This is an optimization exercise on Yosys and OpenROAD, whose aim is small area, not a production implementation. The RTL was checked by simulation tests, not by an equivalence proof against the original design. The flow treats the clock pin as an ideal source. Dropping or thinning the clock tree relies on that and would not hold on a real chip.

== v13 ==
==> flow/design.v (excerpt) <==
module Lab1Top(clk, sw, ledr, ledg, seg7_out);
  input         clk;
  input  [17:0] sw;
  output [17:0] ledr;
  output [8:0]  ledg;
  output [39:0] seg7_out;
  reg [14:0] s1, s2;
  always @(posedge clk) begin
    s1 <= {sw[17:6], sw[2:0]};
    s2 <= s1;
  end
  wire [5:0] a = s2[14:9];
  wire [5:0] b = s2[8:3];
  wire show = s2[2];
  wire [1:0] op = s2[1:0];
  wire n1 = b[0] ^ 1'b0;
  wire n2 = (b[1] & ~b[0] & ~1'b0) | (~b[1] & b[0] & 1'b0);
  wire n3 = ((n1 & a[0]) | (n2 & 1'b0)) ^ b[1];
  wire n4 = ((n1 & a[1]) | (n2 & a[0])) ^ b[1];
  wire n5 = ((n1 & a[2]) | (n2 & a[1])) ^ b[1];
  wire n6 = ((n1 & a[3]) | (n2 & a[2])) ^ b[1];
  wire n7 = ((n1 & a[4]) | (n2 & a[3])) ^ b[1];
  wire n8 = ((n1 & a[5]) | (n2 & a[4])) ^ b[1];
  wire n9 = ((n1 & a[5]) | (n2 & a[5])) ^ b[1];
  wire n10 = ~n9;
  wire n11 = b[2] ^ b[1];
  wire n12 = (b[3] & ~b[2] & ~b[1]) | (~b[3] & b[2] & b[1]);
  wire n13 = ((n11 & a[0]) | (n12 & 1'b0)) ^ b[3];
  wire n14 = ((n11 & a[1]) | (n12 & a[0])) ^ b[3];
  wire n15 = ((n11 & a[2]) | (n12 & a[1])) ^ b[3];
  wire n16 = ((n11 & a[3]) | (n12 & a[2])) ^ b[3];
  wire n17 = ((n11 & a[4]) | (n12 & a[3])) ^ b[3];
  wire n18 = ((n11 & a[5]) | (n12 & a[4])) ^ b[3];
  wire n19 = ((n11 & a[5]) | (n12 & a[5])) ^ b[3];
  wire n20 = ~n19;
  wire n21 = b[4] ^ b[3];
  wire n22 = (b[5] & ~b[4] & ~b[3]) | (~b[5] & b[4] & b[3]);
  wire n23 = ((n21 & a[0]) | (n22 & 1'b0)) ^ b[5];
  wire n24 = ((n21 & a[1]) | (n22 & a[0])) ^ b[5];
  wire n25 = ((n21 & a[2]) | (n22 & a[1])) ^ b[5];
  wire n26 = ((n21 & a[3]) | (n22 & a[2])) ^ b[5];
  wire n27 = ((n21 & a[4]) | (n22 & a[3])) ^ b[5];
  wire n28 = ((n21 & a[5]) | (n22 & a[4])) ^ b[5];
  wire n29 = ((n21 & a[5]) | (n22 & a[5])) ^ b[5];
  wire n30 = ~n29;
  wire n31 = b[1] ^ n3;
  wire n32 = b[1] & n3;
  wire n33 = n4 ^ n32;
  wire n34 = n4 & n32;
  wire n35 = b[3] ^ n5 ^ n13;
  wire n36 = (b[3] & n5) | (b[3] & n13) | (n5 & n13);
  wire n37 = n35 ^ n34;
  wire n38 = n35 & n34;
  wire n39 = n6 ^ n14 ^ n36;
  wire n40 = (n6 & n14) | (n6 & n36) | (n14 & n36);
  wire n41 = n39 ^ n38;
  wire n42 = n39 & n38;
  wire n43 = b[5] ^ n7 ^ n15;
  wire n44 = (b[5] & n7) | (b[5] & n15) | (n7 & n15);
  wire n45 = n23 ^ n43 ^ n40;
  ...
For scale: ~580 cells after synthesis, ~3300 um2 of cells after synthesis.
Settings: LEC_CHECK=0, CAP_MARGIN=20, CORE_MARGIN=2, CORE_UTILIZATION=40, SETUP_SLACK_MARGIN=-0.8, SLEW_MARGIN=20; clock period 18.0 ns.
standard.sh (not shown) runs the stock make flow with config.mk's settings and CLKGATE_MAP_FILE= SYNTH_SCRIPT=/design/flow/synth_recipe.tcl, a recipe that flattens the netlist after the stock synthesis.
==> flow/flow/run.sh <==
#!/bin/bash
# The standard ORFS layout (standard.sh) with these changes to how the
# layout is made:
# - synthesis runs the standard synthesis script, but Yosys's abc step uses
#   the area-oriented ABC script flow/area.abc, and half and full adders are left to
#   abc (the ha and fa cells are added to DONT_USE_CELLS);
# - port buffers are buf_1 cells;
# - the clock tree is one level of clock buffers, one per group of nearby
#   registers
#   (flow/pre_cts.tcl, run before the CTS step, which it then skips);
# - constant outputs share the synthesized tie cells.
# make's output goes to make_flow.log here; each step's log is in orfs/logs/.
set -euo pipefail
W=$PWD
sed "s#@ABC@#$W/flow/area.abc#; s#@FLOW_SYNTH@#$W/synth_recipe.tcl#" flow/synth.tcl.in > my_synth.tcl
sed "s#SYNTH_SCRIPT=[^ ]*#SYNTH_SCRIPT=$W/my_synth.tcl#" standard.sh > my_standard.sh
grep -q "SYNTH_SCRIPT=$W/my_synth.tcl" my_standard.sh
PLATFORM_DONT_USE=$(make -s -C "$FLOW_HOME" DESIGN_CONFIG="$W/config.mk" print-DONT_USE_CELLS | sed -n 's/^DONT_USE_CELLS: *//p')
echo "$PLATFORM_DONT_USE" | grep -q probe_p_8
export BUFFER_PORTS_ARGS="-buffer_cell sky130_fd_sc_hd__buf_1"
export PRE_CTS_TCL=$W/flow/pre_cts.tcl
export CLOCK_BUFFER_CELL=${CLOCK_BUFFER_CELL:-sky130_fd_sc_hd__clkbuf_8}
export CLOCK_CLUSTERS=${CLOCK_CLUSTERS:-3}
export SKIP_REPAIR_TIE_FANOUT=1
bash my_standard.sh "DONT_USE_CELLS=$PLATFORM_DONT_USE sky130_fd_sc_hd__ha_1 sky130_fd_sc_hd__ha_2 sky130_fd_sc_hd__ha_4 sky130_fd_sc_hd__fa_1 sky130_fd_sc_hd__fa_2 sky130_fd_sc_hd__fa_4" finish > make_flow.log 2>&1
==> flow/flow/area.abc <==
strash
dc2
&get -n
&deepsyn -T 30
&put
dch -f
amap
topo
==> flow/flow/pre_cts.tcl <==
# Clock tree: the registers are split into CLOCK_CLUSTERS groups by position
# (k-means); one clock buffer (CLOCK_BUFFER_CELL), placed at the centre of its
# group, drives each group, and the clock port drives only these buffers.
# The standard CTS command is then skipped.
set block [ord::get_db_block]
set k $::env(CLOCK_CLUSTERS)
set regs {}
foreach inst [$block getInsts] {
  if { [string match "*dfxtp*" [[$inst getMaster] getName]] } {
    set box [$inst getBBox]
    lappend regs [list $inst [expr { ([$box xMin] + [$box xMax]) / 2.0 }] \
      [expr { ([$box yMin] + [$box yMax]) / 2.0 }]]
  }
}
# k-means, started from registers spread along the sorted x order
set sorted [lsort -real -index 1 $regs]
set n [llength $sorted]
set centres {}
for { set i 0 } { $i < $k } { incr i } {
  set r [lindex $sorted [expr { int(($i + 0.5) * $n / $k) }]]
  lappend centres [list [lindex $r 1] [lindex $r 2]]
}
for { set iter 0 } { $iter < 50 } { incr iter } {
  set groups [lrepeat $k {}]
  foreach r $regs {
    set best 0
    set bd 1e30
    for { set i 0 } { $i < $k } { incr i } {
      lassign [lindex $centres $i] cx cy
      set d [expr { abs([lindex $r 1] - $cx) + abs([lindex $r 2] - $cy) }]
      if { $d < $bd } { set bd $d; set best $i }
    }
    lset groups $best [concat [lindex $groups $best] [list $r]]
  }
  set new {}
  for { set i 0 } { $i < $k } { incr i } {
    set g [lindex $groups $i]
    if { [llength $g] == 0 } { lappend new [lindex $centres $i]; continue }
    set sx 0.0
    set sy 0.0
    foreach r $g { set sx [expr { $sx + [lindex $r 1] }]; set sy [expr { $sy + [lindex $r 2] }] }
    lappend new [list [expr { $sx / [llength $g] }] [expr { $sy / [llength $g] }]]
  }
  set centres $new
}
set dbu [$block getDefUnits]
set clk [$block findNet clk]
for { set i 0 } { $i < $k } { incr i } {
  set g [lindex $groups $i]
  if { [llength $g] == 0 } { continue }
  set pins {}
  foreach r $g { lappend pins [get_pins -of_objects [get_cells [[lindex $r 0] getName]] -filter "name == CLK"] }
  lassign [lindex $centres $i] cx cy
  puts "Clock buffer $i for [llength $g] registers at ([expr { $cx / $dbu }], [expr { $cy / $dbu }])"
  insert_buffer -buffer_cell $::env(CLOCK_BUFFER_CELL) -net clk -load_pins $pins \
    -buffer_name clkbuf_regs_$i -net_name clk_regs_$i \
    -location [list [expr { $cx / $dbu }] [expr { $cy / $dbu }]]
}
foreach inst [$block getInsts] {
  if { [string match "clkbuf_regs_*" [$inst getName]] } {
    foreach it [$inst getITerms] {
      if { [$it getNet] != "NULL" && [[$it getNet] getName] ni {VPWR VGND} } {
        [$it getNet] setSigType CLOCK
      }
    }
  }
}
proc clock_tree_synthesis { args } {
  puts "clock_tree_synthesis skipped: the clock buffers are already in place"
}
Other scripts of this flow, unchanged in this note and not shown: flow/flow/synth.tcl.in
Changes in v8 relative to v13:
diff --git a/flow/flow/run.sh b/flow/flow/run.sh
--- a/flow/flow/run.sh
+++ b/flow/flow/run.sh
@@ -24,0 +25 @@
+export REMOVE_ABC_BUFFERS=1
diff --git a/flow/config.mk b/flow/config.mk
--- a/flow/config.mk
+++ b/flow/config.mk
@@ -11 +11,2 @@
-export SETUP_SLACK_MARGIN = -0.8
+export GPL_TIMING_DRIVEN = 0
+export SETUP_SLACK_MARGIN = -1.0
==> comparison <==
Every stage of the flow completed for v8, and the final layout passed the timing, DRC and antenna checks. v8 vs v13: met3 layer usage reported by global route up. v13 -> v8: met1 wire length decreased slightly. Diff v13 -> v8: final worst setup slack shrank by 0.29 ns; area after synthesis ~0 delta; slew at the pin closest to its max-slew limit +0.25 ns; sequential share of layout area went up 0.26 points.
The following lists how v35 was set up differently from v8:
diff --git a/flow/flow/run.sh b/flow/flow/run.sh
--- a/flow/flow/run.sh
+++ b/flow/flow/run.sh
@@ -23 +23 @@
-export CLOCK_CLUSTERS=${CLOCK_CLUSTERS:-3}
+export CLOCK_CLUSTERS=${CLOCK_CLUSTERS:-2}
@@ -25 +24,0 @@
-export REMOVE_ABC_BUFFERS=1
==> flow/flow/area.abc <==
strash
dc2
&get -n
&deepsyn -T 30
&put
dch -f
amap -m
topo
diff --git a/flow/config.mk b/flow/config.mk
--- a/flow/config.mk
+++ b/flow/config.mk
@@ -11 +10,0 @@
-export GPL_TIMING_DRIVEN = 0
## What came out
v35: done, clean on timing, DRC and antenna. Minimum hold slack was lower in v8 than in v35. Per the comparison of v35 with v8, net count reported at finish moved up; synthesized area divided by synthesized cell count moved up; worst path buffer plus inverter count moved up.
diff inputs: v35 => v31
==> flow/flow/area.abc <==
strash
dc2
&get -n
&deepsyn -T 30
&put
dch -f
amap
topo
[summary]
v31 did not stop at any stage, and its layout met the timing, DRC and antenna checks. On area of the multi-input gates, v31 tracks v35 almost exactly. When v31 is measured against v35, its ratio of final minimum period to clock period turns out 0.88 points higher. Comparing v35 against v31, there is no change at all in standard cell core area. v31 vs. v35: routed wire length increased about 1.4%. Between v35 and v31, the final cell count figures differ only marginally. v31 vs. v35: clock period minus final worst setup slack higher; clock transition at the register clock pins on the worst setup and hold paths after CTS did not really move; layout-stage area growth over the synthesis result now sits lower; largest driver fanout on the critical path saw an increase. Timing startpoint of the critical path = s2[13]: v31; timing startpoint of the critical path = s2[6]: v35. A standard cell with the maximum stage delay on the critical path of sky130_fd_sc_hd__a221oi_4 is what v35 shows, while sky130_fd_sc_hd__dfxtp_1 belongs to v31.
In every run of this note, the design's own scripts or RTL, not TritonCTS, make the clock network.

what the ideal ports hide:
No port has a modelled driver above. Below, the same layouts with a new extraction and two added sets of constraints.
Step 1: set_driving_cell puts a clkbuf_16 on clk and a buf_2 on each other input, an assumption about the parent block.
Step 2 moves the port delays by t, midway between the first and last clock arrival at a register: inputs arrive t later, outputs are due t later. That takes back most of the time a late clock gives input paths.
a / b / c = no drivers / after step 1 / after step 2; a / b = the first two.
run | t (ns) | setup slack, ns | hold WS [ns] | worst slew at a driven data input, ns
v13 | 0.166 | 0.961 / 0.920 / 1.086 | 0.321 / 0.322 / 0.322 | 0.03
v8 | 0.166 | 0.674 / 0.634 / 0.800 | 0.326 / 0.326 / 0.326 | 0.03
v35 | 0.173 | 0.959 / 0.927 / 1.100 | 0.332 / 0.332 / 0.332 | 0.03
v31 | 0.175 | 0.801 / 0.767 / 0.942 | 0.328 / 0.328 / 0.328 | 0.03
After both steps every run listed still meets setup and hold.
